This design comes from an exercise in tuning for small area, a short achievable clock period and few clock cycles on the open sky130 flow, not from production work.
Function was checked by simulation only, so behaviour that the tests miss may differ from the original.

==> flow/design.v (outline; a module is shown in full before it is edited, if it fits) <==
// module mult_fa: 4 lines
// module mult_ha: 4 lines
// module mult: 5977 lines
module mult(input clock, reset, nuke,
            input [63:0] mcand, mplier,
            input start,
            output [63:0] product,
            output done);
  // ...
==> flow/run.sh <==
#!/bin/bash
# synth_recipe.tcl (not shown) runs the flow's synth.tcl, then flattens the netlist and writes it again
# the make line also repeats each setting of config.mk as NAME=value (left out here)
make -C /OpenROAD-flow-scripts/flow DESIGN_CONFIG=/design/flow/config.mk WORK_HOME=/design/flow/orfs CLKGATE_MAP_FILE= SYNTH_SCRIPT=/design/flow/synth_recipe.tcl finish
==> flow/config.mk <==
export PLATFORM = sky130hd
export DESIGN_NAME = mult
export DESIGN_NICKNAME = mult
export VERILOG_FILES = /design/flow/design.v
export SDC_FILE = /design/flow/constraint.sdc
export NUM_CORES = 4
export LEC_CHECK = 0
export ABC_AREA = 1
export CAP_MARGIN = 20
export CORE_MARGIN = 2
export CORE_UTILIZATION = 55
export SETUP_SLACK_MARGIN = 3.0
export SLEW_MARGIN = 20
export SYNTH_HIERARCHICAL = 1
==> flow/constraint.sdc <==
create_clock -name core_clock -period 7.0 [get_ports {clock}]
set_input_delay 1.4000 -clock core_clock [delete_from_list [all_inputs] [get_ports {clock}]]
set_output_delay 1.4000 -clock core_clock [all_outputs]
set_load 0.01 [all_outputs]
==> summary.txt, run 1 <==
Cells and area
  • Commonest non-fill, non-tap cell in the layout: xor2_1
  • Number of ordinary inverters in the final layout: 393
  • Fraction of area in registers: 0.1376
  • Commonest non-fill, non-tap cells in the layout: xor2_1 (1085), o22ai_1 (949), fa_1 (902)
  • Final net count: 6691
  • Cell Count, Final, Fillers Out: 6840
  • Plain + repair buffers: 434
  • Max reg flops: 64

Route
  • Final antenna-violating net count: 0
  • Final wirelength: 254.2 mm
  • Met1 Wirelength: 81.97 mm
  • Highest metal used: met5
  • Routed wl met3: 44.04 mm

Timing
  • Slack of the critical path: 2771 ps
  • Max Freq: 0.2365 GHz
  • RSZ-0062 raised after global routing: true
  • Tightest Pin Transition: 1089 ps

Worst setup path
  • Worst Path Required: 7570 ps
  • Crit Path Max Fanout: 5
  • Critical Path AT: 4800 ps

Hold path
  • Hold Crit Class: register to register
  • Hold Path Cell Cnt: 1
  • Min-Delay Endpoint: product_r[0]

Global route
  • Largest net degree at the start of global routing: 63
  • Initial antenna violation count: 14
  • Met3 track demand over resource: 0.2363

Placed design
  • Dpl hpwl: 154.2 mm

Synthesis
  • Async SR Flop Fraction: 0
  • Synthesized-area fraction occupied by and/or/nand/nor cells: 0.07120
  • Cells after synthesis: 5500

Clock tree
  • CTS resizes: 285
  • Worst-skew pair later-pin latency: 720 ps
  • CTS H-Tree Depth: 2
  • Clock sinks: 421
  • Clk buf depth: 3

Floorplanning
  • # IOs: 197
  • Chip Height: 315.1 um
  • TAP cells: 1276

Run status
  • Status: timing/DRC/antenna clean
Testbench counts, summed over its fixed seeds: cycles 3,376.
==> run 2: changes to the inputs <==
--- a/flow/config.mk
+++ b/flow/config.mk
@@ -10,5 +10,5 @@
 export CORE_MARGIN = 2
 export CORE_UTILIZATION = 55
-export SETUP_SLACK_MARGIN = 3.0
+export SETUP_SLACK_MARGIN = 2.0
 export SLEW_MARGIN = 20
 export SYNTH_HIERARCHICAL = 1
==> run 2 against run 1 <==
  * Still clean on timing, DRC and antenna
  * Sequential cell count unchanged
  * Design area down 6.6%
  * First-iteration DRC count down 15%
  * Cell count down 2.2%
  * Sequential share of layout area up 0.94 points
  * Via count down 6.4%
  * Critical path type is now primary input to register
  * Largest cell class unchanged
==> summary.txt, run 2 <==
Cells and area
  • Post-route cell area: 57320 sq um
  • Area grow syn2layout: 7.710%
  • Top register by number of flip-flops: product_r
  • Share of layout cells above drive strength 1: 0.07907
  • Commonest non-fill, non-tap cells in the layout: xor2_1 (1089), o22ai_1 (955), fa_1 (933)
  • Top Registers: product_r (64), valid (2)
  • Commonest non-fill, non-tap cell in the layout: xor2_1
  • Max reg flops: 64 (unchanged)
  • Final net count: 6542 (-2.2%)

Synthesis
  • Synth warn: 7
  • Cell with the most instances after synthesis: xor2_1
  • Synth Flop Type: dfxtp_1
  • Seq/Total Area, Yosys: 0.1584
  • Synthesized area: 53210 sq um
  • Async SR Flop Fraction: 0 (unchanged)
  • Share of the synthesized area in the top cell type: 0.3510
  • Post-synth EDFFs: 0
  • Syn Nets: 6684
  • Post-synth top area cell: fa_1
  • Synth Area per Inst: 9.675 sq um
  • Register bit total from synthesis: 421
  • Library cells used by synthesis: 34
  • Cells after synthesis: 5500 (unchanged)
  • Ranking of synthesized cells by area: fa_1 (35%), xor2_1 (18%), dfxtp_1 (16%)
  • Synth top cells by count: xor2_1 (1089), o22ai_1 (955), fa_1 (933)

Worst setup path
  • Worst R2R Start: t0_c2072
  • Crit start category: primary input
  • Crit Path Max Fanout: 18 (+13)
  • Delay-heaviest family, CP: buffers and inverters
  • Crit-path slowest cell: nand2_1
  • Worst path bufs/invs: 3
  • Critical Path AT: 5640 ps (+840 ps)
  • Worst-path cell chain: buf_2, buf_4, nand2_1, nand2_1, buf_4, o22ai_1, xor2_1, fa_1, fa_1, fa_1
  • R2R Setup Slk: 2210 ps
  • Crit. End Element: register
  • Critical Path Source: mplier[21]
  • Crit path largest cell delay: 640 ps
  • Most numerous cell on the critical path: fa_1
  • CP Class: primary input to register
  • Worst Path Required: 7550 ps (-20 ps)

Placed design
  • Port buffer count: 196
  • DP Area: 55420 sq um
  • GPL Wtd Cong: 1.042
  • Dpl hpwl: 154.2 mm (unchanged)

Timing
  • Setup TNS Final: 0 ps
  • Final slew viol count: 0
  • Final Critical Period: 5091 ps
  • RSZ-0062 raised after global routing: false
  • Max Freq: 0.1964 GHz (-17%)
  • Final setup viols: 0
  • Max-Slew Margin vs Limit: 0.1689
  • Final Hold Fails: 0
  • Final Cycle Share: 0.7272
  • Worst Skew: 24.42 ps
  • Tightest Pin Transition: 1247 ps (+157.8 ps)

Route
  • Final antenna-violating net count: 0 (unchanged)
  • First drt pass iteration count: 9
  • DRT iter0 DRCs: 6188
  • Detailed-route wire length per cell: 33.78 um
  • DRC Markers: 0
  • Vias per inst: 6.742
  • Final wirelength: 225.9 mm (-11%)
  • Via count: 45083

Clock tree
  • Clock sinks: 421 (unchanged)
  • Clock transition at path regs: 60 ps
  • Clk buf depth: 3 (unchanged)
  • CTS H-Tree Depth: 2 (unchanged)
  • Cts bufs inserted: 52
  • Root Buffer: clkbuf_16
  • CTS tree: yes
  • Worst-skew pair later-pin latency: 700 ps (-20 ps)

Floorplanning
  • Rows: 114
  • Chip Height: 315.1 um (unchanged)
  • Initial Util: 0.5527
  • # IOs: 197 (unchanged)
  • Die area: 99260 sq um
  • Die X-Extent: 315.1 um
  • Core Footprint: 96280 sq um

Hold path
  • Min-delay src: t0_neg0
  • Hold Crit Class: register to register

Global route
  • First-pass GRT wire length: 323.7 mm
  • Largest net degree at the start of global routing: 63 (unchanged)
  • Global route overflow: 0
  • Vias in the first global route: 46026
  • Initial antenna violation count: 14 (unchanged)
  • GR Util All Layers: 0.4574

Flow run
  • Max Cap Viol: 0

Run status
  • Status: timing/DRC/antenna clean
==> run 2: cell counts after synthesis <==
Identical to the previous run, type by type.
==> run 2: routing by layer <==
layer | vias up | wire, um | track usage
met4 | 10 | 20700 | 0.3258
met2 | 4129 | 93090 | 0.6533
li1 | 17834 | - | -
met5 | - | 149 | 0.006286
met1 | 21816 | 78420 | 0.5541
met3 | 1294 | 33490 | 0.1939
==> run 2: area by class of cell <==
class                   count  area [sq um]
repair buffers            312          2903
clock inverters            28         391.6
fillers                  8413         38960
flip-flops and latches    421          8428
diodes                     11         27.53
multi-input cells        4178         41040
inverters                 393          1485
well taps                1276          1597
clock buffers              68          1441
==> run 2: logic make-up after synthesis <==
kind of cell	share of synthesized area
flops	0.1584
simple gates	0.07120
xor+xnor	0.1796
compound gates	0.1384
buf+inv	0.07350
fa+ha+maj	0.3790
==> run 2: path summary, 6_finish.rpt <==
check / end / cells past startpoint
max: t0_s1861 / 10
min: product_r[0] / 1
max reg2reg: product_r[62] / 14
min reg2reg: product_r[0] / 1
==> run 2: Yosys stat by module, one instance, submodules excluded <==
module   cells inside  copies in the design  cell area [sq um]  flops+latches
mult_ha             1                    59              12.51              0
mult_fa             1                   933              20.02              0
mult             4508                     1              33800            421
==> run 2: metrics by stage <==
stage	setup WS, ps	hold WS (ps)	util	std cells
3_5_place_dp	1389	428.9	0.5756	6579
4_1_cts	2080	442.6	0.5947	6675
6_report	1909	441.8	0.5953	6687
3_3_place_gp	1341	423.3	0.5756	6579
2_1_floorplan	3033	420.0	-	5500
5_1_grt	2021	453.4	0.5952	6682
==> run 2: repair_timing <==
item,CTS,global route
endpoints found under the setup margin,0,5
gates resized for setup,0,5
hold buffers,0,0
setup buffers,0,0
endpoints found under the hold margin,0,0
==> run 3: changes to the inputs <==
--- a/flow/config.mk
+++ b/flow/config.mk
@@ -10,5 +10,5 @@
 export CORE_MARGIN = 2
 export CORE_UTILIZATION = 55
-export SETUP_SLACK_MARGIN = 2.0
+export SETUP_SLACK_MARGIN = 2.5
 export SLEW_MARGIN = 20
 export SYNTH_HIERARCHICAL = 1
==> run 3 against run 2 <==
  * Clock-buffer cell count is the same
  * Cell count about the same
  * Via count up 0.14%
  * Sequential cell count did not move
  * Die area stayed put
  * Global-route usage grew 0.23 points
  * Sequential share of layout area is 0.084 points lower
==> summary.txt, run 3 <==
Run status
  • Status: timing/DRC/antenna clean

Synthesis
  • Async SR Flop Fraction: 0 (unchanged)
  • Ranking of synthesized cells by area: fa_1 (35%), xor2_1 (18%), dfxtp_1 (16%)
  • Library cells used by synthesis: 34 (unchanged)
  • Post-synth EDFFs: 0 (unchanged)
  • Share of the synthesized area in the top cell type: 0.3510 (unchanged)
  • Synthesized area: 53210 sq um (unchanged)
  • Syn Nets: 6684 (unchanged)
  • Register bit total from synthesis: 421 (unchanged)
  • Synth Area per Inst: 9.675 sq um (unchanged)
  • Cells after synthesis: 5500 (unchanged)
  • Post-synth top area cell: fa_1
  • Synth top cells by count: xor2_1 (1089), o22ai_1 (955), fa_1 (933)
  • Seq/Total Area, Yosys: 0.1584 (unchanged)
  • Synth Flop Type: dfxtp_1
  • Synth warn: 7 (unchanged)
  • Cell with the most instances after synthesis: xor2_1

Worst setup path
  • Crit path largest cell delay: 710 ps (+70 ps)
  • Crit start category: primary input
  • Crit. End Element: register
  • Delay-heaviest family, CP: adder cells
  • Worst path bufs/invs: 2 (-1)
  • Worst Path Required: 7560 ps (about the same)
  • Worst-path cell chain: buf_4, nor2_1, a21oi_4, buf_12, o22ai_1, xor2_1, fa_1, fa_1, fa_1
  • Reg2Reg Depth: 14 (unchanged)
  • Crit-path slowest cell: a21oi_4
  • Critical Path AT: 5090 ps (-550 ps)
  • Most numerous cell on the critical path: fa_1
  • R2R Setup Slk: 2570 ps (+360 ps)
  • CP Class: primary input to register
  • Worst R2R Start: t0_c2084
  • R2R Path End: product_r[63]
  • Crit Path Max Fanout: 36 (+18)

Clock tree
  • CTS tree: yes
  • Worst-skew pair later-pin latency: 700 ps (about the same)
  • Clock transition at path regs: 60 ps (about the same)
  • CTS H-Tree Depth: 2 (unchanged)
  • Cts bufs inserted: 52 (unchanged)
  • Root Buffer: clkbuf_16
  • Clock sinks: 421 (unchanged)
  • Clk buf depth: 3 (unchanged)

Global route
  • Initial antenna violation count: 12 (-2)
  • First-pass GRT wire length: 325.2 mm (+0.47%)
  • Vias in the first global route: 46075 (+0.11%)
  • GR Util All Layers: 0.4597 (+0.002285)
  • Global route overflow: 0 (unchanged)
  • Largest net degree at the start of global routing: 63 (unchanged)

Timing
  • RSZ-0062 raised after global routing: true
  • Final Hold Fails: 0 (unchanged)
  • Max Freq: 0.2209 GHz (+12%)
  • Slack of the critical path: 2473 ps (+563.7 ps)
  • Setup TNS Final: 0 ps (unchanged)
  • Final Critical Period: 4527 ps (-563.7 ps)
  • Max-Slew Margin vs Limit: 0.1994 (+0.03055)
  • Final Cycle Share: 0.6467 (-0.08052)
  • Worst Skew: 23.49 ps (-0.9234 ps)
  • Final slew viol count: 0 (unchanged)
  • Final setup viols: 0 (unchanged)
  • Tightest Pin Transition: 1201 ps (-45.82 ps)

Cells and area
  • Share of layout cells above drive strength 1: 0.08444 (+0.005368)
  • Fill cell count: 8401 (-0.14%)
  • Multi-input logic area: 41240 sq um (+0.48%)
  • Top register by number of flip-flops: product_r
  • Cell Count, Final, Fillers Out: 6693 (+0.090%)
  • FF/Latch Area: 8428 sq um (unchanged)
  • Final net count: 6554 (+0.18%)
  • Commonest non-fill, non-tap cell in the layout: xor2_1
  • Area grow syn2layout: 8.328%
  • Post-route cell area: 57650 sq um (+0.57%)
  • Top Registers: product_r (64), valid (2)
  • Commonest non-fill, non-tap cells in the layout: xor2_1 (1089), o22ai_1 (955), fa_1 (933)
  • Max reg flops: 64 (unchanged)

Floorplanning
  • Die X-Extent: 315.1 um (unchanged)
  • Core Footprint: 96280 sq um (unchanged)
  • Rows: 114 (unchanged)
  • Initial Util: 0.5527 (unchanged)
  • Die area: 99260 sq um (unchanged)
  • Chip Height: 315.1 um (unchanged)
  • # IOs: 197 (unchanged)

Hold path
  • Min-delay src: t0_neg0
  • Hold Path Cell Cnt: 1 (unchanged)
  • Min-Delay Endpoint: product_r[0]
  • Hold Crit Class: register to register

Placed design
  • Pre-CTS setup slack: 1389 ps (unchanged)
  • Dpl hpwl: 154.2 mm (unchanged)
  • DP Area: 55420 sq um (unchanged)
  • GPL Wtd Cong: 1.042 (unchanged)
  • Dpl cells: 6579 (unchanged)
  • Port buffer count: 196 (unchanged)

Route
  • Via count: 45147 (+0.14%)
  • Vias per inst: 6.745 (about the same)
  • DRT iter0 DRCs: 6430 (+3.9%)
  • DRC Markers: 0 (unchanged)
  • Detailed-route wire length per cell: 33.86 um (+0.24%)
  • Final antenna-violating net count: 0 (unchanged)
  • First drt pass iteration count: 7 (-2)
  • Final wirelength: 226.6 mm (+0.33%)

Flow run
  • Max Cap Viol: 0 (unchanged)
## run 3: cell count changes in the layout (fill, tap and decap cells not counted), sizes merged, moves of 2 or more
cell           change
buf                +9
diode              -6
a21oi              +2
clkdlybuf4s50      -2
clkinv             -2
inv                +2
## run 3: cell families (layout without fill, tap and decap cells)
family | Yosys count | count (layout) | synth area share
and+or+nand+nor | 929 | 929 | 0.07120
AOI/OAI and AO/OA | 1106 | 1108 | 0.1384
adders and majority gates | 1052 | 1052 | 0.3790
other | 0 | 5 | 0
DFF | 421 | 421 | 0.1584
buffers and inverters | 901 | 811 | 0.07350
xor gates and xnor gates | 1091 | 1091 | 0.1796
## run 3: final cells by class
cell class,instances,area share
inverter,393,0.02589
timing repair buffer,322,0.05277
clock buffer,68,0.02500
sequential,421,0.1462
multi-input combinational,4180,0.7154
tap,1276,0.02770
clock inverter,28,0.006794
antenna,5,0.0002171
## run 3: metal layers
| metal | vias to the layer above | wire [um] | GRT usage |
|---|---|---|---|
| met2 | 4100 | 93850 | 0.6588 |
| li1 | 17857 | - | - |
| met3 | 1229 | 33980 | 0.1959 |
| met5 | - | 74 | 0.006286 |
| met1 | 21949 | 78420 | 0.5567 |
| met4 | 12 | 20280 | 0.3210 |
## run 3: repair_timing
| item | 4_1_cts | 5_1_grt |
|---|---|---|
| endpoints found under the hold margin | 0 | 0 |
| cloned | 1 | 1 |
| pin swaps | 1 | 3 |
| gates resized for setup | 28 | 30 |
| hold buffers | 0 | 0 |
| endpoints found under the setup margin | 212 | 97 |
| setup buffers | 3 | 7 |
## run 3: modules after synthesis (local to each module, per instance)
module	cells	times used	cell area [sq um]	flip-flops and latches
mult_ha	1	59	12.51	0
mult_fa	1	933	20.02	0
mult	4508	1	33800	421
## run 3: worst max-delay path by stage
stage	startpoint	cells past startpoint	end
after detailed placement	mplier[45]	10	t0_s1954
after global routing	t0_c2009	15	product_r[61]
after floorplan	mplier[17]	10	t0_s1993
after CTS	t0_c2084	14	product_r[63]
after global placement	mplier[45]	9	t0_s1945
final	mplier[11]	9	t0_s1762
## run 3: worst register-to-register path: stages, from the launching register on
cell     delay, ps
dfxtp_1        320
fa_1           560
fa_1           440
fa_1           400
fa_1           470
fa_1           580
ha_2           410
a21oi_4        330
o21ai_0        180
a21oi_1        180
nand2_1         70
a21oi_1        160
nand2_1         70
nand2_1         60
nand2_1         70
## run 3: through the flow
stage,hold slack [ps],utilization
finish,441.0,0.5987
global route,453.3,0.5987
CTS,442.6,0.5963
detailed placement,428.9,0.5756
global placement,423.3,0.5756
floorplan,420.0,-
==> run 4: changes to the inputs <==
--- a/flow/config.mk
+++ b/flow/config.mk
@@ -10,5 +10,5 @@
 export CORE_MARGIN = 2
 export CORE_UTILIZATION = 55
-export SETUP_SLACK_MARGIN = 2.5
+export SETUP_SLACK_MARGIN = 3.5
 export SLEW_MARGIN = 20
 export SYNTH_HIERARCHICAL = 1
==> run 4 against run 3 <==
  * The flow now stops in global routing (5_1_grt)
  * Area after synthesis unchanged
  * Synthesized cell count unchanged
==> summary.txt, run 4 <==
Synthesis
  • Seq/Total Area, Yosys: 0.1584 (unchanged)
  • Post-synth top area cell: fa_1
  • Register bit total from synthesis: 421 (unchanged)
  • Cells after synthesis: 5500 (unchanged)
  • Post-synth EDFFs: 0 (unchanged)
  • Syn Nets: 6684 (unchanged)
  • Synth top cells by count: xor2_1 (1089), o22ai_1 (955), fa_1 (933)
  • Synth Area per Inst: 9.675 sq um (unchanged)
  • Library cells used by synthesis: 34 (unchanged)
  • Ranking of synthesized cells by area: fa_1 (35%), xor2_1 (18%), dfxtp_1 (16%)
  • Synth Flop Type: dfxtp_1
  • Async SR Flop Fraction: 0 (unchanged)
  • Cell with the most instances after synthesis: xor2_1
  • Share of the synthesized area in the top cell type: 0.3510 (unchanged)
  • Synthesized area: 53210 sq um (unchanged)
  • Synth warn: 7 (unchanged)

Run status
  • Run Error: [ERROR GRT-0116] Global routing finished with congestion. Check the congestion regions in the DRC Viewer.
  • Status: stopped before the end
  • Exit stage: global routing (5_1_grt)

Placed design
  • Port buffer count: 196 (unchanged)
  • GPL Wtd Cong: 1.054 (+1.1%)
  • Dpl hpwl: 158.1 mm (+2.6%)
  • DP Area: 57710 sq um (+4.1%)

Clock tree
  • Cts bufs inserted: 52 (unchanged)
  • Clk buf depth: 3 (unchanged)
  • Root Buffer: clkbuf_16
  • Clock sinks: 421 (unchanged)
  • CTS H-Tree Depth: 2 (unchanged)
  • Cts hold-fix bufs: 0 (unchanged)

Floorplanning
  • Initial Util: 0.5527 (unchanged)
  • # IOs: 197 (unchanged)
  • Rows: 114 (unchanged)
  • Chip Height: 315.1 um (unchanged)
  • Die X-Extent: 315.1 um (unchanged)

Global route
  • Largest net degree at the start of global routing: 48
-- run 4: cells by family after synthesis --
| family | after synthesis | synth area share |
|---|---|---|
| AO/OA/AOI/OAI | 1106 | 0.1384 |
| XOR/XNOR | 1091 | 0.1796 |
| adder cells (fa/ha/maj) | 1052 | 0.3790 |
| buffers and inverters | 901 | 0.07350 |
| flip-flops | 421 | 0.1584 |
| AND/OR/NAND/NOR | 929 | 0.07120 |
-- run 4: worst min-delay path by stage --
| stage | slack (ps) | depth (start not counted) | endpoint |
|---|---|---|---|
| 2_1_floorplan | 420 | 1 | product_r[0] |
| 3_3_place_gp | 450 | 1 | valid[1] |
| 3_5_place_dp | 460 | 1 | valid[1] |
| 4_1_cts | 460 | 1 | valid[1] |
-- run 4: timing repair --
action,4_1_cts
buffers inserted,374
cloned,192
setup endpoints to repair,378
pin swaps,434
gates resized for setup,1487
-- run 4: per-module statistics from Yosys (local to each module, per instance) --
| module | flops+latches | area (sq um) | copies in the design | cells |
|---|---|---|---|---|
| mult_fa | 0 | 20.02 | 933 | 1 |
| mult | 421 | 33800 | 1 | 4508 |
| mult_ha | 0 | 12.51 | 59 | 1 |
-- run 4: stage by stage --
stage                     std cells    util  worst slack (ps)
after floorplan                5500       -              3151
after global placement         6585  0.5991              1697
after detailed placement       6586  0.5994              1641
after CTS                      7249  0.7659              2832
==> run 5: changes to the inputs <==
--- a/flow/config.mk
+++ b/flow/config.mk
@@ -9,6 +9,6 @@
 export CAP_MARGIN = 20
 export CORE_MARGIN = 2
-export CORE_UTILIZATION = 55
-export SETUP_SLACK_MARGIN = 3.5
+export CORE_UTILIZATION = 45
+export SETUP_SLACK_MARGIN = 3.0
 export SLEW_MARGIN = 20
 export SYNTH_HIERARCHICAL = 1
==> run 5 against run 4 <==
  * The run now finishes clean
  * Synthesized cell count unchanged
  * Area after synthesis stayed put
==> summary.txt, run 5 <==
Global route
  • Global route overflow: 0
  • First-pass GRT wire length: 340.9 mm
  • GR Util All Layers: 0.3936
  • GR peak layer: met2
  • Grt met2 use: 0.5505
  • Vias in the first global route: 47878
  • Largest net degree at the start of global routing: 63
  • Met3 track demand over resource: 0.1850
  • Initial antenna violation count: 16
  • M1 GR Usage: 0.4752

Floorplanning
  • Chip Height: 347.9 um (+10%)
  • Core Footprint: 117600 sq um
  • Initial Util: 0.4525 (-0.1002)
  • Die area: 121000 sq um
  • Rows: 126 (+11%)
  • # IOs: 197 (unchanged)
  • Die X-Extent: 347.9 um (+10%)

Clock tree
  • Worst-skew pair later-pin latency: 730 ps
  • CTS tree: yes
  • Clk buf depth: 3 (unchanged)
  • Root Buffer: clkbuf_16
  • Cts hold-fix bufs: 0 (unchanged)
  • Clock transition at path regs: 60 ps
  • CTS H-Tree Depth: 2 (unchanged)
  • Clock sinks: 421 (unchanged)
  • Cts bufs inserted: 52 (unchanged)

Worst setup path
  • Crit path largest cell delay: 840 ps
  • Critical Path AT: 4880 ps
  • CP Class: register to register
  • Critical Path Source: t0_c2090
  • Crit start category: register
  • Worst-path cell chain: fa_1, fa_1, fa_2, fa_1, fa_2, ha_4, a21oi_4, o21ai_2, a21oi_2, nand2_1, a21oi_2, nand2_1, nand2_1, nand2_1
  • Worst R2R Start: t0_c2090
  • R2R Path End: product_r[63]
  • Reg2Reg Depth: 14
  • Most numerous cell on the critical path: nand2_1
  • Crit path capture: product_r[63]
  • Crit. End Element: register
  • Crit Path Max Fanout: 2
  • Crit-path slowest cell: fa_2
  • R2R Setup Slk: 2730 ps
  • Worst Path Required: 7610 ps

Synthesis
  • Seq/Total Area, Yosys: 0.1584 (unchanged)
  • Async SR Flop Fraction: 0 (unchanged)
  • Synth Area per Inst: 9.675 sq um (unchanged)
  • Library cells used by synthesis: 34 (unchanged)
  • Post-synth EDFFs: 0 (unchanged)
  • Synth top cells by count: xor2_1 (1089), o22ai_1 (955), fa_1 (933)
  • Share of the synthesized area in the top cell type: 0.3510 (unchanged)
  • Synth warn: 7 (unchanged)
  • Cells after synthesis: 5500 (unchanged)
  • Synth Flop Type: dfxtp_1
  • Synthesized area: 53210 sq um (unchanged)
  • Cell with the most instances after synthesis: xor2_1
  • Register bit total from synthesis: 421 (unchanged)
  • Ranking of synthesized cells by area: fa_1 (35%), xor2_1 (18%), dfxtp_1 (16%)
  • Syn Nets: 6684 (unchanged)
  • Post-synth top area cell: fa_1

Cells and area
  • Fill cell count: 10442
  • Top register by number of flip-flops: product_r
  • Final core utilization: 0.5272
  • Area grow syn2layout: 16.53%
  • Multi-input logic area: 42550 sq um
  • Max reg flops: 64
  • Top Registers: product_r (64), valid (2)
  • Commonest non-fill, non-tap cell in the layout: xor2_1
  • Share of layout cells above drive strength 1: 0.1440
  • Final net count: 6712
  • FF/Latch Area: 8436 sq um
  • Commonest non-fill, non-tap cells in the layout: xor2_1 (1083), o22ai_1 (950), fa_1 (909)

Hold path
  • Min-delay src: valid[0]
  • Hold Crit Class: register to register

Route
  • Final antenna-violating net count: 0
  • Detailed-route wire length per cell: 36.23 um
  • DRT iter0 DRCs: 8379
  • Vias per inst: 6.765
  • First drt pass iteration count: 12
  • Via count: 48182
  • Final wirelength: 258.0 mm
  • DRC Markers: 0

Flow run
  • Max Cap Viol: 0

Timing
  • Max-Slew Margin vs Limit: 0.1988
  • Setup TNS Final: 0 ps
  • Worst Skew: 40.03 ps
  • Final Cycle Share: 0.6097
  • Final setup viols: 0
  • Final Hold Fails: 0
  • Max Freq: 0.2343 GHz
  • RSZ-0062 raised after global routing: true
  • Tightest Pin Transition: 1202 ps
  • Final slew viol count: 0
  • Final Critical Period: 4268 ps

Run status
  • Status: timing/DRC/antenna clean

Placed design
  • Port buffer count: 196 (unchanged)
  • Dpl hpwl: 153.5 mm (-2.9%)
  • GPL Wtd Cong: 1.024 (-2.8%)
## run 5: cell counts after synthesis
Identical to the previous run, type by type.
## run 5: area by class of cell
type	instances	area share
antenna	15	0.0006053
multi-input combinational	4198	0.6862
inverter	393	0.02724
timing repair inverter	1	0.0001211
sequential	421	0.1360
timing repair buffer	461	0.08870
tap	1536	0.03099
clock inverter	35	0.007264
clock buffer	62	0.02288
## run 5: kinds of logic after synthesis
family / synth area share
AO/OA/AOI/OAI: 0.1384
XOR/XNOR: 0.1796
adder cells (fa/ha/maj): 0.3790
buffers and inverters: 0.07350
flip-flops: 0.1584
AND/OR/NAND/NOR: 0.07120
## run 5: critical path, delay by kind of cell, from the launching register on
family / cells / cell delay, ps
flip-flops: 1 / 320
adder cells (fa/ha/maj): 6 / 2980
AO/OA/AOI/OAI: 4 / 600
AND/OR/NAND/NOR: 4 / 240
## run 5: metal layers
metal | vias to the layer above | wire length (um)
li1 | 18218 | -
met1 | 23375 | 87120
met2 | 4905 | 99190
met3 | 1656 | 44140
met4 | 28 | 26950
met5 | - | 655
## run 5: how the worst min path moves through the flow
stage                    to  slack [ps]  cells after the start
4_1_cts        product_r[0]         430                      1
2_1_floorplan  product_r[0]         420                      1
3_3_place_gp   product_r[0]         420                      1
5_1_grt        product_r[0]         460                      1
3_5_place_dp   product_r[0]         430                      1
6_report           valid[1]         460                      1
## run 5: what timing repair did
action                     in CTS  in global routing
pin swaps                      37                 67
setup endpoints to repair     355                207
cloned                         15                 27
gates resized for setup       295                253
buffers inserted               68                 57
## run 5: Yosys stat by module (local to each module, per instance)
| module | flops+latches | cells | cell area (sq um) | copies in the design |
|---|---|---|---|---|
| mult_fa | 0 | 1 | 20.02 | 933 |
| mult_ha | 0 | 1 | 12.51 | 59 |
| mult | 421 | 4508 | 33800 | 1 |
## run 5: through the flow
step	instance area [sq um]	hold WS [ps]	worst slack [ps]	std cells
3_3_place_gp	55890	421.5	1478	6843
5_1_grt	61980	462.0	2670	7111
3_5_place_dp	55890	429.2	1438	6843
6_report	62010	458.8	2732	7122
2_1_floorplan	53210	420.0	3033	5500
4_1_cts	59880	429.5	2883	7023
==> run 6: changes to the inputs <==
==> flow/flow/run.sh (new file) <==
#!/bin/bash
set -e
for cfg in config.mk "$FLOW_CONFIG"; do
  [ -n "$cfg" ] && [ -f "$cfg" ] || continue
  grep -q '^export BUFFER_PORTS_ARGS' "$cfg" && continue
  echo 'export BUFFER_PORTS_ARGS = -buffer_cell sky130_fd_sc_hd__buf_2' >> "$cfg"
done
bash standard.sh > standard.log 2>&1
==> flow/standard.sh (new file) <==
#!/bin/bash
# synth_recipe.tcl (not shown) runs the flow's synth.tcl, then flattens the netlist and writes it again
# the make line also repeats each setting of config.mk as NAME=value (left out here)
make -C /OpenROAD-flow-scripts/flow DESIGN_CONFIG=/design/flow/config.mk WORK_HOME=/design/flow/orfs CLKGATE_MAP_FILE= SYNTH_SCRIPT=/design/flow/synth_recipe.tcl "${@:-finish}"
--- a/flow/config.mk
+++ b/flow/config.mk
@@ -9,6 +9,7 @@
 export CAP_MARGIN = 20
 export CORE_MARGIN = 2
-export CORE_UTILIZATION = 45
+export CORE_UTILIZATION = 60
 export SETUP_SLACK_MARGIN = 3.0
 export SLEW_MARGIN = 20
 export SYNTH_HIERARCHICAL = 1
+export BUFFER_PORTS_ARGS = -buffer_cell sky130_fd_sc_hd__buf_2
removed: flow/run.sh
==> run 6 against run 5 <==
  * Sequential cell count is the same
  * Hold slack got worse by 7.6 ps
  * Still clean on timing, DRC and antenna
  * Sequential share of layout area up 0.88 points
  * Largest cell class unchanged
==> summary.txt, run 6 <==
Route
  • Detailed-route wire length per cell: 35.52 um (-2.0%)
  • DRT iter0 DRCs: 6856 (-18%)
  • DRC Markers: 0 (unchanged)
  • Final antenna-violating net count: 0 (unchanged)
  • Vias per inst: 7.050 (+4.2%)
  • Via count: 46713 (-3.0%)
  • Final wirelength: 235.3 mm (-8.8%)
  • First drt pass iteration count: 10 (-2)

Clock tree
  • Clk buf depth: 3 (unchanged)
  • Cts bufs inserted: 50 (-3.8%)
  • CTS H-Tree Depth: 2 (unchanged)
  • Clock sinks: 421 (unchanged)
  • Worst-skew pair later-pin latency: 660 ps (-70 ps)
  • Cts hold-fix bufs: 0 (unchanged)
  • Root Buffer: clkbuf_16
  • Clock transition at path regs: 70 ps (about the same)
  • CTS tree: yes

Global route
  • GR Util All Layers: 0.5050 (+0.1114)
  • Global route overflow: 0 (unchanged)
  • Largest net degree at the start of global routing: 59 (-6.3%)
  • Vias in the first global route: 46876 (-2.1%)
  • First-pass GRT wire length: 327.6 mm (-3.9%)
  • Initial antenna violation count: 14 (-2)

Worst setup path
  • Critical Path Source: t0_c2072
  • Critical Path AT: 4750 ps (-130 ps)
  • Crit. End Element: register
  • CP Class: register to register
  • Worst Path Required: 7530 ps (-80 ps)
  • Crit start category: register
  • Worst R2R Start: t0_c2072
  • Crit Path Max Fanout: 2 (unchanged)

Synthesis
  • Ranking of synthesized cells by area: fa_1 (35%), xor2_1 (18%), dfxtp_1 (16%)
  • Seq/Total Area, Yosys: 0.1584 (unchanged)
  • Synth warn: 7 (unchanged)
  • Post-synth top area cell: fa_1
  • Synth Area per Inst: 9.675 sq um (unchanged)
  • Share of the synthesized area in the top cell type: 0.3510 (unchanged)
  • Syn Nets: 6684 (unchanged)
  • Synthesized area: 53210 sq um (unchanged)
  • Synth Flop Type: dfxtp_1
  • Async SR Flop Fraction: 0 (unchanged)
  • Post-synth EDFFs: 0 (unchanged)
  • Cell with the most instances after synthesis: xor2_1
  • Library cells used by synthesis: 34 (unchanged)
  • Register bit total from synthesis: 421 (unchanged)
  • Cells after synthesis: 5500 (unchanged)
  • Synth top cells by count: xor2_1 (1089), o22ai_1 (955), fa_1 (933)

Floorplanning
  • Die X-Extent: 301.8 um (-13%)
  • Initial Util: 0.6040 (+0.1515)
  • Chip Height: 301.8 um (-13%)
  • # IOs: 197 (unchanged)
  • Die area: 91090 sq um (-25%)
  • Rows: 109 (-13%)
  • Core Footprint: 88100 sq um (-25%)

Cells and area
  • Area grow syn2layout: 9.574%
  • Commonest non-fill, non-tap cells in the layout: xor2_1 (1085), o22ai_1 (953), fa_1 (903)
  • Final net count: 6599 (-1.7%)
  • Share of layout cells above drive strength 1: 0.1481 (+0.004188)
  • Final core utilization: 0.6618 (+0.1346)
  • Cell Count, Final, Fillers Out: 6626 (-7.0%)
  • Top register by number of flip-flops: product_r
  • Commonest non-fill, non-tap cell in the layout: xor2_1
  • Top Registers: product_r (64), valid (2)
  • Max reg flops: 64 (unchanged)

Timing
  • Max Freq: 0.2374 GHz (+1.3%)
  • Final Hold Fails: 0 (unchanged)
  • Hold WS: 451.2 ps (-7.579 ps)
  • Final Cycle Share: 0.6019 (-0.007830)
  • Max-Slew Margin vs Limit: 0.1880 (-0.01080)
  • RSZ-0062 raised after global routing: true
  • Final setup viols: 0 (unchanged)
  • Final Critical Period: 4213 ps (-54.81 ps)
  • Tightest Pin Transition: 1218 ps (+16.20 ps)
  • Worst Skew: 17.61 ps (-22.42 ps)
  • Setup TNS Final: 0 ps (unchanged)
  • Final slew viol count: 0 (unchanged)

Placed design
  • Port buffer count: 196 (unchanged)
  • Dpl cells: 6463 (-5.6%)
  • Dpl hpwl: 148.1 mm (-3.5%)
  • GPL Wtd Cong: 1.020 (-0.42%)

Flow run
  • Max Cap Viol: 0 (unchanged)

Hold path
  • Min-delay src: t0_neg0
  • Hold Crit Class: register to register

Run status
  • Status: timing/DRC/antenna clean
run 6: cell families (layout without fill, tap and decap cells):
family,count (synthesis),in the layout,share of synthesized area
XOR/XNOR,1091,1091,0.1796
buffers and inverters,901,842,0.07350
adder cells (fa/ha/maj),1052,1052,0.3790
flip-flops,421,421,0.1584
AO/OA/AOI/OAI,1106,1110,0.1384
other,0,7,0
AND/OR/NAND/NOR,929,938,0.07120
run 6: cell type report:
class | count | area [sq um]
Clock buffer | 66 | 1331
Antenna cell | 7 | 17.52
Fill cell | 7125 | 29790
Inverter | 393 | 1534
Tap cell | 1165 | 1458
Timing Repair Buffer | 358 | 2898
Clock inverter | 25 | 350.3
Multi-Input combinational cell | 4191 | 42270
Sequential cell | 421 | 8448
run 6: worst paths after layout:
check / slack [ps] / end / depth (start not counted)
setup / recovery: 2790 / product_r[62] / 14
hold / removal: 450 / product_r[0] / 1
setup reg to reg: 2790 / product_r[62] / 14
hold reg to reg: 450 / product_r[0] / 1
run 6: timing repair:
item / in CTS / in global routing
gates cloned: 6 / 9
setup buffers: 35 / 14
resized for setup: 160 / 206
pin swaps: 31 / 52
endpoints found under the setup margin: 324 / 219
run 6: critical path, cell delays in order (launching register included):
cell     delay, ps
dfxtp_4        360
fa_1           550
fa_1           470
fa_2           390
fa_2           540
fa_1           450
ha_4           290
a21oi_4        310
o21ai_1        130
a21oi_1        180
nand2_1         90
a21oi_2        130
nand2_1         60
nand2_1         70
nand2_2         70
run 6: layer usage:
| metal | global-route usage | share of wire | up-vias |
|---|---|---|---|
| li1 | - | - | 17966 |
| met1 | 0.6033 | 0.33 | 22395 |
| met2 | 0.7214 | 0.40 | 4704 |
| met3 | 0.2368 | 0.17 | 1634 |
| met4 | 0.3502 | 0.10 | 14 |
| met5 | 0.002070 | 0.00072 | - |
run 6: per-stage QoR:
| step | instance area, sq um | worst slack (ps) |
|---|---|---|
| 2_1_floorplan | 53210 | 3033 |
| 3_3_place_gp | 54350 | 1401 |
| 3_5_place_dp | 54350 | 1575 |
| 4_1_cts | 57270 | 2874 |
| 5_1_grt | 58290 | 2796 |
| 6_report | 58310 | 2787 |
run 6: Yosys stat by module, one instance, submodules excluded:
module / flops+latches / copies in the design
mult_fa: 0 / 933
mult: 421 / 1
mult_ha: 0 / 59
==> run 7: changes to the inputs <==
--- a/flow/config.mk
+++ b/flow/config.mk
@@ -9,5 +9,5 @@
 export CAP_MARGIN = 20
 export CORE_MARGIN = 2
-export CORE_UTILIZATION = 60
+export CORE_UTILIZATION = 55
 export SETUP_SLACK_MARGIN = 3.0
 export SLEW_MARGIN = 20
==> run 7 against run 6 <==
  * Still clean on timing, DRC and antenna
  * Via count down 3.0%
  * Non-clock buffer count down 1
  * Global-route usage down 5.0 points
  * Worst setup slack better by 27 ps
  * Die area up 9.0%
  * Hold slack better by 7.1 ps
  * Utilization down 5.5 points
  * Area after synthesis unchanged
  * Clock skew up 13 ps
  * Design area up 0.16%
  * Cell count up 1.6%
==> summary.txt, run 7 <==
Placed design
  • Pre-CTS setup slack: 1579 ps (+4.530 ps)
  • Dpl cells: 6576 (+1.7%)
  • GPL Wtd Cong: 1.053 (+3.3%)
  • Port buffer count: 196 (unchanged)
  • Dpl hpwl: 151.6 mm (+2.3%)

Clock tree
  • Clk buf depth: 3 (unchanged)
  • Cts bufs inserted: 51 (+2.0%)
  • CTS tree: yes
  • Clock transition at path regs: 60 ps (about the same)
  • Clock sinks: 421 (unchanged)
  • CTS H-Tree Depth: 2 (unchanged)
  • Worst-skew pair later-pin latency: 690 ps (+30 ps)
  • Root Buffer: clkbuf_16

Cells and area
  • Cell Count, Final, Fillers Out: 6731 (+1.6%)
  • Share of layout cells above drive strength 1: 0.1480 (about the same)
  • Multi-input logic area: 42180 sq um (-0.21%)
  • Final net count: 6596 (-0.045%)
  • Top register by number of flip-flops: product_r
  • Commonest non-fill, non-tap cells in the layout: xor2_1 (1082), o22ai_1 (954), fa_1 (907)
  • Area grow syn2layout: 9.753%
  • Fill cell count: 8366 (+17%)
  • Top Registers: product_r (64), valid (2)
  • FF/Latch Area: 8434 sq um (-0.16%)
  • Max reg flops: 64 (unchanged)
  • Commonest non-fill, non-tap cell in the layout: xor2_1

Timing
  • Final Critical Period: 4186 ps (-27.00 ps)
  • Final setup viols: 0 (unchanged)
  • Setup TNS Final: 0 ps (unchanged)
  • Final Cycle Share: 0.5980 (-0.003857)
  • Max-Slew Margin vs Limit: 0.1484 (-0.03965)
  • Worst Skew: 30.67 ps (+13.06 ps)
  • Slack of the critical path: 2814 ps (+27.00 ps)
  • Max Freq: 0.2389 GHz (+0.65%)
  • Tightest Pin Transition: 1277 ps (+59.48 ps)
  • RSZ-0062 raised after global routing: true
  • Final Hold Fails: 0 (unchanged)
  • Final slew viol count: 0 (unchanged)

Synthesis
  • Post-synth EDFFs: 0 (unchanged)
  • Ranking of synthesized cells by area: fa_1 (35%), xor2_1 (18%), dfxtp_1 (16%)
  • Fraction of the mapped netlist area in compound gates: 0.1384 (unchanged)
  • Cells after synthesis: 5500 (unchanged)
  • Post-synthesis mux area share: 0 (unchanged)
  • Synthesized area: 53210 sq um (unchanged)
  • Syn Nets: 6684 (unchanged)
  • Library cells used by synthesis: 34 (unchanged)
  • Seq/Total Area, Yosys: 0.1584 (unchanged)
  • Synthesized-area fraction occupied by and/or/nand/nor cells: 0.07120 (unchanged)
  • Share of the synthesized area in the top cell type: 0.3510 (unchanged)
  • Post-synth top area cell: fa_1
  • Synth Flop Type: dfxtp_1
  • Synth Area per Inst: 9.675 sq um (unchanged)
  • Async SR Flop Fraction: 0 (unchanged)
  • Post-Synth XOR/XNOR Area: 0.1796 (unchanged)
  • Synth warn: 7 (unchanged)
  • Cell with the most instances after synthesis: xor2_1
  • Register bit total from synthesis: 421 (unchanged)
  • Main combinational cell family by area after synthesis: adder cells
  • Area share of fa/ha/maj cells after synthesis: 0.3790 (unchanged)
  • Synth top cells by count: xor2_1 (1089), o22ai_1 (955), fa_1 (933)

Worst setup path
  • Crit Path Max Fanout: 4 (+2)
  • Worst-path cell chain: fa_1, fa_1, fa_2, fa_1, fa_2, ha_4, a21oi_4, o21ai_2, a21oi_2, nand2_1, a21oi_2, nand2_1, nand2_1, nand2_1
  • Critical Path AT: 4750 ps (about the same)
  • CP Class: register to register
  • Crit path largest cell delay: 620 ps (+70 ps)
  • Most numerous cell on the critical path: nand2_1
  • Crit. End Element: register
  • Crit start category: register
  • Crit-path slowest cell: fa_2
  • Worst Path Required: 7560 ps (+30 ps)

Route
  • DRC Markers: 0 (unchanged)
  • Met2 Routed Length: 94.57 mm (+0.81%)
  • First drt pass iteration count: 9 (-1)
  • Final antenna-violating net count: 0 (unchanged)
  • Routed wl met3: 32.77 mm (-18%)
  • Met1 Wirelength: 79.03 mm (+2.6%)
  • Detailed-route wire length per cell: 33.91 um (-4.5%)
  • Highest metal used: met5
  • Vias per inst: 6.730 (-4.5%)
  • DRT iter0 DRCs: 6053 (-12%)
  • Final wirelength: 228.2 mm (-3.0%)
  • Via count: 45302 (-3.0%)

Global route
  • GR Util All Layers: 0.4554 (-0.04952)
  • First-pass GRT wire length: 323.6 mm (-1.2%)
  • Largest net degree at the start of global routing: 63 (+6.8%)
  • Initial antenna violation count: 2 (-12)
  • Global route overflow: 0 (unchanged)
  • Vias in the first global route: 46471 (-0.86%)

Run status
  • Status: timing/DRC/antenna clean

Floorplanning
  • Core Footprint: 96280 sq um (+9.3%)
  • Chip Height: 315.1 um (+4.4%)
  • # IOs: 197 (unchanged)
  • Die X-Extent: 315.1 um (+4.4%)
  • Rows: 114 (+4.6%)
  • Die area: 99260 sq um (+9.0%)
  • Initial Util: 0.5527 (-0.05130)

Flow run
  • Max Cap Viol: 0 (unchanged)

Hold path
  • Hold Crit Class: register to register
## run 7: changes by cell type in the layout (fill, tap and decap cells not counted), moves of 6 or more
cell and change:
buf_4 +14, buf_8 -10, clkinv_1 -7, inv_2 +7, nand2_1 +10, nand2_8 -8
nor2_2 -6, nor2_4 +9
## run 7: final timing paths
path            start       endpoint  slack (ps)  cells past startpoint
max          t0_c2084  product_r[63]        2810                     14
min          valid[0]       valid[1]         460                      1
max reg2reg  t0_c2084  product_r[63]        2810                     14
min reg2reg  valid[0]       valid[1]         460                      1
## run 7: logic make-up after synthesis
family	count (synthesis)
flip-flops	421
XOR/XNOR	1091
adder cells (fa/ha/maj)	1052
buffers and inverters	901
AND/OR/NAND/NOR	929
AO/OA/AOI/OAI	1106
## run 7: modules after synthesis, one instance, submodules excluded
module	copies in the design	flops+latches	cells inside
mult	1	421	4508
mult_fa	933	0	1
mult_ha	59	0	1
## run 7: through the flow
stage	hold WS [ps]	utilization	area [sq um]
finish	458.3	0.6066	58400
global route	474.4	0.6066	58400
CTS	462.2	0.5978	57560
detailed placement	446.6	0.5664	54530
global placement	422.1	0.5664	54530
floorplan	420.0	-	53210
## run 7: what timing repair did
item                                    CTS  global route
pin swaps                                37            56
gates resized for setup                 169           171
hold buffers                              0             0
gates cloned                              9             4
endpoints found under the setup margin  351           170
buffers inserted                         34            12
## run 7: final cells by class
type,count,area share
Antenna cell,3,0.0001285
Clock buffer,65,0.02380
Clock inverter,28,0.006684
Inverter,393,0.02612
Multi-Input combinational cell,4188,0.7223
Sequential cell,421,0.1444
Tap cell,1276,0.02734
Timing Repair Buffer,357,0.04923
## run 7: worst max-delay path, delay by kind of cell, from the launching register on
family / cells / cell delay [ps]
AOI/OAI and AO/OA: 4 / 760
adders and majority gates: 6 / 2730
DFF: 1 / 330
and+or+nand+nor: 4 / 240
## run 7: metal layers
layer	global-route usage	vias up
met2	0.6670	3934
met5	0	-
met1	0.5529	22125
met3	0.1764	1290
met4	0.3141	6
li1	-	17947
==> run 8: changes to the inputs <==
--- a/flow/config.mk
+++ b/flow/config.mk
@@ -10,4 +10,5 @@
 export CORE_MARGIN = 2
 export CORE_UTILIZATION = 55
+export GPL_ROUTABILITY_DRIVEN = 0
 export SETUP_SLACK_MARGIN = 3.0
 export SLEW_MARGIN = 20
==> run 8 against run 7 <==
  * Critical path type unchanged
  * Non-clock buffer count grew 13
  * Largest cell class unchanged
  * Critical path depth is the same
  * Clock-buffer cell count did not move
  * Die area did not move
  * Synthesized cell count stayed put
==> summary.txt, run 8 <==
Floorplanning
  • Die X-Extent: 315.1 um (unchanged)
  • Core Footprint: 96280 sq um (unchanged)
  • Die area: 99260 sq um (unchanged)
  • Rows: 114 (unchanged)
  • Initial Util: 0.5527 (unchanged)
  • Chip Height: 315.1 um (unchanged)
  • # IOs: 197 (unchanged)

Synthesis
  • Area share of fa/ha/maj cells after synthesis: 0.3790 (unchanged)
  • Post-Synth XOR/XNOR Area: 0.1796 (unchanged)
  • Post-synth EDFFs: 0 (unchanged)
  • Ranking of synthesized cells by area: fa_1 (35%), xor2_1 (18%), dfxtp_1 (16%)
  • Synth warn: 7 (unchanged)
  • Cell with the most instances after synthesis: xor2_1
  • Synth Flop Type: dfxtp_1
  • Library cells used by synthesis: 34 (unchanged)
  • Share of the synthesized area in the top cell type: 0.3510 (unchanged)
  • Synth Area per Inst: 9.675 sq um (unchanged)
  • Syn Nets: 6684 (unchanged)
  • Cells after synthesis: 5500 (unchanged)
  • Async SR Flop Fraction: 0 (unchanged)
  • Synth top cells by count: xor2_1 (1089), o22ai_1 (955), fa_1 (933)
  • Post-synth top area cell: fa_1
  • Main combinational cell family by area after synthesis: adder cells
  • Synthesized area: 53210 sq um (unchanged)
  • Register bit total from synthesis: 421 (unchanged)
  • Post-synthesis mux area share: 0 (unchanged)
  • Fraction of the mapped netlist area in compound gates: 0.1384 (unchanged)
  • Seq/Total Area, Yosys: 0.1584 (unchanged)
  • Synthesized-area fraction occupied by and/or/nand/nor cells: 0.07120 (unchanged)

Worst setup path
  • Crit-path slowest cell: fa_2
  • Delay-heaviest family, CP: adder cells
  • Crit path largest cell delay: 640 ps (+20 ps)
  • CP Class: register to register
  • Critical Path AT: 4690 ps (-60 ps)
  • Crit start category: register
  • Worst Path Required: 7560 ps (about the same)
  • R2R Path End: product_r[63]
  • Worst-path cell chain: fa_1, fa_1, fa_2, fa_1, fa_2, ha_4, a21oi_4, o21ai_1, a21oi_1, nand2_1, a21oi_2, nand2_1, nand2_1, nand2_1
  • Worst path bufs/invs: 0 (unchanged)
  • Reg2Reg Depth: 14 (unchanged)
  • Crit Path Max Fanout: 2 (-2)
  • Most numerous cell on the critical path: nand2_1
  • Crit. End Element: register
  • R2R Setup Slk: 2870 ps (+60 ps)
  • Worst R2R Start: t0_c2084

Clock tree
  • CTS tree: yes
  • Cts hold-fix bufs: 0 (unchanged)
  • Clock sinks: 421 (unchanged)
  • Clk buf depth: 3 (unchanged)
  • Root Buffer: clkbuf_16
  • CTS H-Tree Depth: 2 (unchanged)
  • Cts bufs inserted: 52 (+2.0%)
  • Worst-skew pair later-pin latency: 690 ps (about the same)
  • Clock transition at path regs: 60 ps (about the same)

Flow run
  • Max Cap Viol: 0 (unchanged)

Timing
  • Final setup viols: 0 (unchanged)
  • Setup TNS Final: 0 ps (unchanged)
  • RSZ-0062 raised after global routing: true
  • Final Critical Period: 4130 ps (-55.92 ps)
  • Worst Skew: 30.21 ps (-0.4583 ps)
  • Tightest Pin Transition: 1245 ps (-32.46 ps)
  • Final Cycle Share: 0.5900 (-0.007989)
  • Final Hold Fails: 0 (unchanged)
  • Max-Slew Margin vs Limit: 0.1700 (+0.02164)
  • Max Freq: 0.2421 GHz (+1.4%)
  • Final slew viol count: 0 (unchanged)

Cells and area
  • Commonest non-fill, non-tap cell in the layout: xor2_1
  • Top register by number of flip-flops: product_r
  • Top Registers: product_r (64), valid (2)
  • Area grow syn2layout: 9.951%
  • Fill cell count: 8285 (-0.97%)
  • FF/Latch Area: 8439 sq um (about the same)
  • Cell Count, Final, Fillers Out: 6753 (+0.33%)
  • Multi-input logic area: 42180 sq um (about the same)
  • Final net count: 6612 (+0.24%)
  • Share of layout cells above drive strength 1: 0.1495 (+0.001524)
  • Post-route cell area: 58510 sq um (+0.18%)
  • Commonest non-fill, non-tap cells in the layout: xor2_1 (1089), o22ai_1 (952), fa_1 (909)
  • Max reg flops: 64 (unchanged)

Global route
  • Vias in the first global route: 46372 (-0.21%)
  • GR Util All Layers: 0.4494 (-0.006061)
  • First-pass GRT wire length: 319.6 mm (-1.2%)
  • Global route overflow: 0 (unchanged)
  • Largest net degree at the start of global routing: 63 (unchanged)
  • Initial antenna violation count: 8 (+6)

Placed design
  • Port buffer count: 196 (unchanged)
  • DP Area: 54530 sq um (about the same)
  • Dpl hpwl: 148.0 mm (-2.4%)
  • Dpl cells: 6579 (+0.046%)

Route
  • Detailed-route wire length per cell: 33.32 um (-1.7%)
  • DRC Markers: 0 (unchanged)
  • DRT iter0 DRCs: 6171 (+1.9%)
  • First drt pass iteration count: 9 (unchanged)
  • Vias per inst: 6.779 (+0.73%)
  • Via count: 45781 (+1.1%)
  • Final antenna-violating net count: 0 (unchanged)
  • Final wirelength: 225.0 mm (-1.4%)

Hold path
  • Hold Crit Class: register to register
  • Min-delay src: t0_pp0_0
  • Min-Delay Endpoint: product_r[0]
  • Hold Path Cell Cnt: 1 (unchanged)

Run status
  • Status: timing/DRC/antenna clean
[run 8: cell type report]
class,count,share of cell area
sequential,421,0.1442
clock inverter,31,0.007228
timing repair buffer,370,0.05010
inverter,393,0.02624
clock buffer,65,0.02376
antenna,7,0.0002994
multi-input combinational,4190,0.7208
tap,1276,0.02729
[run 8: how the worst max path moves through the flow]
stage	from	endpoint	depth (start not counted)
after CTS	t0_c2063	product_r[61]	14
after floorplan	mplier[17]	t0_s1993	10
after global routing	t0_c2084	product_r[63]	14
after global placement	mplier[43]	t0_s2113	9
final	t0_c2084	product_r[63]	14
after detailed placement	mplier[23]	t0_s1861	9
[run 8: timing repair]
item                                    4_1_cts  5_1_grt
pin swaps                                    22       69
gates resized for setup                     158      175
buffers inserted                             25       33
endpoints found under the setup margin      309      187
gates cloned                                  8        5
[run 8: per-module statistics from Yosys (local to each module, per instance)]
module / copies in the design / area [sq um] / flops+latches
mult_fa: 933 / 20.02 / 0
mult: 1 / 33800 / 421
mult_ha: 59 / 12.51 / 0
[run 8: cells by family (layout without fill, tap and decap cells)]
logic type      after synthesis  count (layout)
buf+inv                     901             859
simple gates                929             932
fa+ha+maj                  1052            1052
xor+xnor                   1091            1091
compound gates             1106            1115
other cells                   0               7
flops                       421             421
[run 8: metrics by stage]
stage | setup WS, ps | utilization | hold WS, ps
2_1_floorplan | 3033 | - | 420.0
3_3_place_gp | 1772 | 0.5663 | 424.3
3_5_place_dp | 1720 | 0.5664 | 437.6
4_1_cts | 2843 | 0.5959 | 440.6
5_1_grt | 2771 | 0.6076 | 460.0
6_report | 2870 | 0.6077 | 450.2
[run 8: layer usage]
layer,vias to the layer above,global-route usage,wire [um]
li1,17969,-,-
met1,22317,0.5413,77960
met2,4164,0.6542,93350
met5,-,0.005319,29
met3,1327,0.1882,33330
met4,4,0.3050,20330
==> run 9: changes to the inputs <==
--- a/flow/config.mk
+++ b/flow/config.mk
@@ -10,5 +10,5 @@
 export CORE_MARGIN = 2
 export CORE_UTILIZATION = 55
-export GPL_ROUTABILITY_DRIVEN = 0
+export CTS_BUF_LIST = sky130_fd_sc_hd__clkbuf_4 sky130_fd_sc_hd__clkbuf_8
 export SETUP_SLACK_MARGIN = 3.0
 export SLEW_MARGIN = 20
==> run 9 against run 8 <==
  * Still clean
  * First-iteration DRC count down 3.9%
  * Utilization down 0.30 points
  * Global-route usage up 0.51 points
  * Largest cell class unchanged
  * Highest routed layer unchanged
==> summary.txt, run 9 <==
Synthesis
  • Synth warn: 7 (unchanged)
  • Post-synth EDFFs: 0 (unchanged)
  • Post-synth top area cell: fa_1
  • Async SR Flop Fraction: 0 (unchanged)
  • Library cells used by synthesis: 34 (unchanged)
  • Cells after synthesis: 5500 (unchanged)
  • Cell with the most instances after synthesis: xor2_1
  • Synth Area per Inst: 9.675 sq um (unchanged)
  • Seq/Total Area, Yosys: 0.1584 (unchanged)
  • Syn Nets: 6684 (unchanged)
  • Synthesized area: 53210 sq um (unchanged)
  • Synth Flop Type: dfxtp_1
  • Ranking of synthesized cells by area: fa_1 (35%), xor2_1 (18%), dfxtp_1 (16%)
  • Share of the synthesized area in the top cell type: 0.3510 (unchanged)
  • Synth top cells by count: xor2_1 (1089), o22ai_1 (955), fa_1 (933)
  • Register bit total from synthesis: 421 (unchanged)

Timing
  • Worst Skew: 62.69 ps (+32.48 ps)
  • Hold WS: 455.7 ps (+5.518 ps)
  • Final slew viol count: 0 (unchanged)
  • RSZ-0062 raised after global routing: true
  • Slack of the critical path: 2803 ps (-67.18 ps)
  • Max-Slew Margin vs Limit: 0.1558 (-0.01421)
  • Final setup viols: 0 (unchanged)
  • Final Hold Fails: 0 (unchanged)
  • Final Cycle Share: 0.5996 (+0.009597)
  • Tightest Pin Transition: 1266 ps (+21.32 ps)
  • Max Freq: 0.2382 GHz (-1.6%)
  • Setup TNS Final: 0 ps (unchanged)
  • Final Critical Period: 4197 ps (+67.18 ps)

Hold path
  • Hold Path Cell Cnt: 1 (unchanged)
  • Hold Crit Class: register to register

Worst setup path
  • Crit Path Max Fanout: 4 (+2)
  • Crit start category: register
  • CP Class: register to register
  • Crit. End Element: register
  • Worst Path Required: 7630 ps (+70 ps)
  • Reg2Reg Depth: 14 (unchanged)
  • Critical Path AT: 4820 ps (+130 ps)

Route
  • DRT iter0 DRCs: 5933 (-3.9%)
  • First drt pass iteration count: 7 (-2)
  • Final antenna-violating net count: 0 (unchanged)
  • Vias per inst: 6.700 (-1.2%)
  • Detailed-route wire length per cell: 33.40 um (+0.26%)
  • DRC Markers: 0 (unchanged)
  • Final wirelength: 226.6 mm (+0.70%)
  • Via count: 45448 (-0.73%)

Global route
  • Vias in the first global route: 46527 (+0.33%)
  • Global route overflow: 0 (unchanged)
  • First-pass GRT wire length: 322.6 mm (+0.94%)
  • Initial antenna violation count: 5 (-3)
  • GR Util All Layers: 0.4545 (+0.005147)
  • Largest net degree at the start of global routing: 63 (unchanged)

Cells and area
  • Top Registers: product_r (64), valid (2)
  • Cell Count, Final, Fillers Out: 6783 (+0.44%)
  • Commonest non-fill, non-tap cell in the layout: xor2_1
  • Area grow syn2layout: 9.410%
  • FF/Latch Area: 8437 sq um (about the same)
  • Top register by number of flip-flops: product_r
  • Max reg flops: 64 (unchanged)
  • Multi-input logic area: 42050 sq um (-0.31%)
  • Commonest non-fill, non-tap cells in the layout: xor2_1 (1086), o22ai_1 (954), fa_1 (906)
  • Fill cell count: 8396 (+1.3%)
  • Final net count: 6629 (+0.26%)
  • Share of layout cells above drive strength 1: 0.1555 (+0.005980)

Clock tree
  • Cts bufs inserted: 82 (+58%)
  • Clock transition at path regs: 70 ps (about the same)
  • CTS H-Tree Depth: 3 (+1)
  • CTS tree: yes
  • Clk buf depth: 3 (unchanged)
  • Worst-skew pair later-pin latency: 790 ps (+100 ps)
  • Clock sinks: 421 (unchanged)
  • Root Buffer: clkbuf_8

Placed design
  • GPL Wtd Cong: 1.053
  • Dpl cells: 6576 (-0.046%)
  • Dpl hpwl: 151.6 mm (+2.4%)
  • Pre-CTS setup slack: 1579 ps (-140.6 ps)
  • Port buffer count: 196 (unchanged)

Flow run
  • Max Cap Viol: 0 (unchanged)

Run status
  • Status: timing/DRC/antenna clean

Floorplanning
  • # IOs: 197 (unchanged)
  • Die area: 99260 sq um (unchanged)
  • Core Footprint: 96280 sq um (unchanged)
  • Chip Height: 315.1 um (unchanged)
  • Die X-Extent: 315.1 um (unchanged)
  • Initial Util: 0.5527 (unchanged)
  • Rows: 114 (unchanged)
## run 9: cell counts after synthesis
Identical to the previous run, type by type.
## run 9: worst max-delay path: stages (launching register included)
cell,delay (ps)
dfxtp_1,370
fa_1,440
fa_1,470
fa_1,400
fa_1,460
fa_2,600
ha_4,270
a21oi_4,360
o21ai_2,120
a21oi_2,130
nand2_1,80
a21oi_1,170
nand2_1,70
nand2_1,50
nand2_1,40
## run 9: cells by family (layout without fill, tap and decap cells)
logic type               count (synthesis)  in the layout  share of synthesized area
AND/OR/NAND/NOR                        929            930                    0.07120
other                                    0              3                          0
flip-flops                             421            421                     0.1584
adder cells (fa/ha/maj)               1052           1052                     0.3790
AO/OA/AOI/OAI                         1106           1112                     0.1384
XOR/XNOR                              1091           1091                     0.1796
buffers and inverters                  901            898                    0.07350
## run 9: final cells by class
cell class | instances | share of cell area
multi-input combinational | 4185 | 0.7222
sequential | 421 | 0.1449
timing repair buffer | 362 | 0.04865
tap | 1276 | 0.02742
clock buffer | 119 | 0.02663
inverter | 393 | 0.02600
clock inverter | 24 | 0.004062
antenna | 3 | 0.0001289
## run 9: worst paths after layout
kind	from	endpoint	slack, ps
worst max-delay path	t0_c2090	product_r[63]	2800
worst min-delay path	t0_neg0	product_r[0]	460
worst max register to register	t0_c2090	product_r[63]	2800
worst min register to register	t0_neg0	product_r[0]	460
## run 9: Yosys stat by module (local to each module, per instance)
| module | cell area [sq um] | flops+latches | cells inside |
|---|---|---|---|
| mult_fa | 20.02 | 0 | 1 |
| mult | 33800 | 421 | 4508 |
| mult_ha | 12.51 | 0 | 1 |
## run 9: per-layer routing
layer,track usage,wire length (um)
met1,0.5477,78870
met4,0.3205,20160
met2,0.6667,94570
met5,0,29
met3,0.1766,32950
## run 9: per-stage QoR
stage            util  area, sq um
2_1_floorplan       -        53210
3_3_place_gp   0.5664        54530
3_5_place_dp   0.5664        54530
4_1_cts        0.5963        57410
5_1_grt        0.6047        58220
6_report       0.6047        58220
## run 9: timing repair
action | in CTS | in global routing
endpoints found under the setup margin | 314 | 221
endpoints found under the hold margin | 0 | 0
pin swaps | 29 | 51
hold buffers | 0 | 0
gates cloned | 7 | 2
gates resized for setup | 146 | 150
buffers inserted | 33 | 19

[separate check: timing with driven ports]
In the flow no input, the clock included, has a driving cell. The finished layouts below were timed again as built, in two steps.
Step 1 sets driving cells, clkbuf_16 on the clock port and buf_2 on the other inputs (assumed; they add their load-dependent delay and slew).
Step 2 times the ports against the registers' clock, not the clock port: input delays grow and output delays shrink by t, the midpoint of the rising clock arrivals with the driver on.
Slacks: ideal ports / drivers / drivers and shift; pairs: ideal ports / drivers.
run | t, ns | setup slack, ns | worst setup path at the end | slew at the worst register clock pin (ns) | cell pins on the clock port's net
run 1 | 0.778 | 2.771 / 2.771 / 2.092 | input to register | 0.08 / 0.08 | 1
run 2 | 0.760 | 1.909 / 1.846 / 1.086 | input to register | 0.08 / 0.08 | 1
run 3 | 0.766 | 2.473 / 2.463 / 1.696 | input to register | 0.08 / 0.08 | 1
run 5 | 0.794 | 2.732 / 2.732 / 2.111 | input to register | 0.08 / 0.08 | 1
run 6 | 0.722 | 2.787 / 2.787 / 2.204 | input to register | 0.08 / 0.08 | 1
run 7 | 0.756 | 2.814 / 2.814 / 2.186 | input to register | 0.07 / 0.07 | 1
run 8 | 0.754 | 2.870 / 2.870 / 2.218 | input to register | 0.07 / 0.07 | 1
run 9 | 0.824 | 2.803 / 2.803 / 2.138 | input to register | 0.07 / 0.07 | 1
After both steps every run listed still meets setup and hold. The setup slack of run 2, which loses most, moves by -0.063 ns with the drivers and by -0.823 ns with both steps.
